Source: an optimization exercise on an open RTL-to-GDS flow (aim: small area). Production flows keep margins and buffers that such runs may drop. At most, simulation tests tie the RTL to the original design; equivalence was not proved. Power figures rest on the tool's default switching activity, not on a simulated workload.

## indigo
==> flow/design.v <==
module ate(clk,reset,pix_data,bin,threshold);
input clk;
input reset;
input [7:0] pix_data;
output reg bin;
output reg [7:0] threshold;
reg [7:0] buffer [63:0];
reg [5:0] count;    
reg [2:0] col;      
reg [7:0] nmax;        
reg [7:0] nmin;        
wire [7:0] max = ~nmax;
wire [7:0] min = ~nmin;
integer i;
function cy8;
	input [7:0] x;
	input [7:0] y;
	input       cin;
	integer k;
	reg c;
	begin
		c = cin;
		for (k = 0; k < 8; k = k + 1)
			c = (x[k] & y[k]) | (x[k] & c) | (y[k] & c);
		cy8 = c;
	end
endfunction
function ge8;
	input [7:0] a;
	input [7:0] b;
	integer k;
	reg r;
	begin
		r = 1'b1;
		for (k = 0; k < 8; k = k + 1)
			r = (a[k] & ~b[k]) | ((a[k] | ~b[k]) & r);
		ge8 = r;
	end
endfunction
wire       low0     = ~|count[4:0];
wire       last     = low0 & ~count[5];
wire [2:0] col_next = last ? {col[1:0], ~col[2]} : col;
wire       act_next = ~col_next[0] | col_next[2];    
reg  [8:0] sum;      
reg        ncy;
reg  [7:0] nmx, nmn;
integer j;
always @(*) begin
	nmx = nmax;
	nmn = nmin;
	ncy = nmx[0] & nmn[0];
	sum[0] = 1'b0;
	for (j = 1; j < 8; j = j + 1) begin
		sum[j] = ~(nmx[j] ^ nmn[j] ^ ncy);
		ncy = (nmx[j] & nmn[j]) | (nmx[j] & ncy) | (nmn[j] & ncy);
	end
	sum[8] = ~ncy;
end
wire [7:0] thr_next = last ? (act_next ? sum[8:1] : 8'd0) : threshold;
always @(posedge clk) begin
	buffer[0] <= pix_data;
	for (i = 1; i < 64; i = i + 1)
		buffer[i] <= buffer[i-1];
	if (last | cy8(pix_data, nmax, 1'b0))      
		nmax <= ~pix_data;
	if (last | ~cy8(pix_data, nmin, 1'b1))     
		nmin <= ~pix_data;
end
always @(posedge reset or posedge clk) begin
	if (reset) begin
		count <= 6'd0;
		col <= 3'd0;
		threshold <= 8'd0;
		bin <= 1'b0;
	end
	else begin
		count <= {count[4:0], count[5] ^ count[4] ^ low0};
		col <= col_next;
		threshold <= thr_next;
		bin <= act_next & ge8(buffer[63], thr_next);
	end
end
endmodule
Settings: LEC_CHECK=0, CAP_MARGIN=20, CORE_MARGIN=2, CORE_UTILIZATION=45, SETUP_SLACK_MARGIN=0.15, SLEW_MARGIN=20; clock period 4.0 ns.
standard.sh (not shown) runs the stock make flow with config.mk's settings and CLKGATE_MAP_FILE= SYNTH_SCRIPT=/design/flow/synth_recipe.tcl, a recipe that flattens the netlist after the stock synthesis.
==> flow/flow/run.sh <==
#!/bin/bash
export CTS_ARGS="-sink_clustering_enable -repair_clock_nets -dont_use_dummy_load -buf_list sky130_fd_sc_hd__clkbuf_4 -sink_clustering_size 12 -sink_clustering_max_diameter 50"
export BUFFER_PORTS_ARGS="-buffer_cell sky130_fd_sc_hd__buf_1"
bash standard.sh > standard.log 2>&1
indigo finished all stages; layout check result: FAIL, due to setup timing.
#### Input delta (sierra over indigo)
==> flow/design.v <==
module ate(clk,reset,pix_data,bin,threshold);
input clk;
input reset;
input [7:0] pix_data;
output reg bin;
output reg [7:0] threshold;
reg [7:0] buffer [63:0];
reg [5:0] count;    
reg [2:0] col;      
reg [7:0] max;
reg [7:0] min;
integer i;
function ge8;
	input [7:0] a;
	input [7:0] b;
	integer k;
	reg r;
	begin
		r = 1'b1;
		for (k = 0; k < 8; k = k + 1)
			r = (a[k] & ~b[k]) | ((a[k] | ~b[k]) & r);
		ge8 = r;
	end
endfunction
wire       low0     = ~|count[4:0];
wire       last     = low0 & ~count[5];
wire [2:0] col_next = last ? {col[1:0], ~col[2]} : col;
wire       act_next = ~col_next[0] | col_next[2];    
reg  [8:0] sum;      
reg        cy;
integer j;
always @(*) begin
	cy = max[0] | min[0];
	sum[0] = 1'b0;
	for (j = 1; j < 8; j = j + 1) begin
		sum[j] = max[j] ^ min[j] ^ cy;
		cy = (max[j] & min[j]) | (max[j] & cy) | (min[j] & cy);
	end
	sum[8] = cy;
end
wire [7:0] thr_next = last ? (act_next ? sum[8:1] : 8'd0) : threshold;
always @(posedge clk) begin
	buffer[0] <= pix_data;
	for (i = 1; i < 64; i = i + 1)
		buffer[i] <= buffer[i-1];
	if (last | ~ge8(max, pix_data))
		max <= pix_data;
	if (last | ~ge8(pix_data, min))
		min <= pix_data;
end
always @(posedge reset or posedge clk) begin
	if (reset) begin
		count <= 6'd0;
		col <= 3'd0;
		threshold <= 8'd0;
		bin <= 1'b0;
	end
	else begin
		count <= {count[4:0], count[5] ^ count[4] ^ low0};
		col <= col_next;
		threshold <= thr_next;
		bin <= act_next & ge8(buffer[63], thr_next);
	end
end
endmodule
--- outcome ---
sierra: done, clean on timing, DRC and antenna. In terms of clock slew at the register clock pins of the worst setup and hold paths, sierra and indigo differ only marginally. As far as core area is concerned, indigo and sierra perform about the same. The global-route track usage on met1 was comparable across indigo and sierra. Minimum hold slack deteriorates in sierra relative to indigo. Taking indigo as the reference, in sierra number of primary I/O pins held, share of final-layout standard cells stronger than drive strength 1 shrank by 0.46 points, layout overhead on the synthesized area has decreased, number of vias per cell after detailed routing lower. sierra and indigo ended up with roughly the same die boundary width. | total power | sierra vs indigo | 0.69% lower |. Compared to indigo, sierra has cell area 0.59% lower.
No functional check of the RTL was part of indigo.

-- afterwards: timing with drivers on the ports --
The flow's constraints put no driver on any port. The routed layouts listed below were extracted and timed again, unchanged, in two steps. Step 1 assumes that a clkbuf_16 drives the clock port and a buf_2 every other input. Step 2, shift: input delay + t, output delay - t, t = (earliest + latest rising clock arrival at the registers) / 2. This alone moves slack from input paths to output paths. Slacks: ideal ports / drivers / drivers and shift; pairs: ideal ports / drivers.
| run | shift t [ns] | setup WS [ns] | hold slack, ns | worst setup path at the end |
|---|---|---|---|---|
| indigo | 0.688 | -0.058 / -0.058 / -0.058 | 0.198 / 0.181 / 0.308 | register to register |
| sierra | 0.701 | 0.136 / 0.136 / 0.136 | 0.187 / 0.167 / 0.299 | register to register |
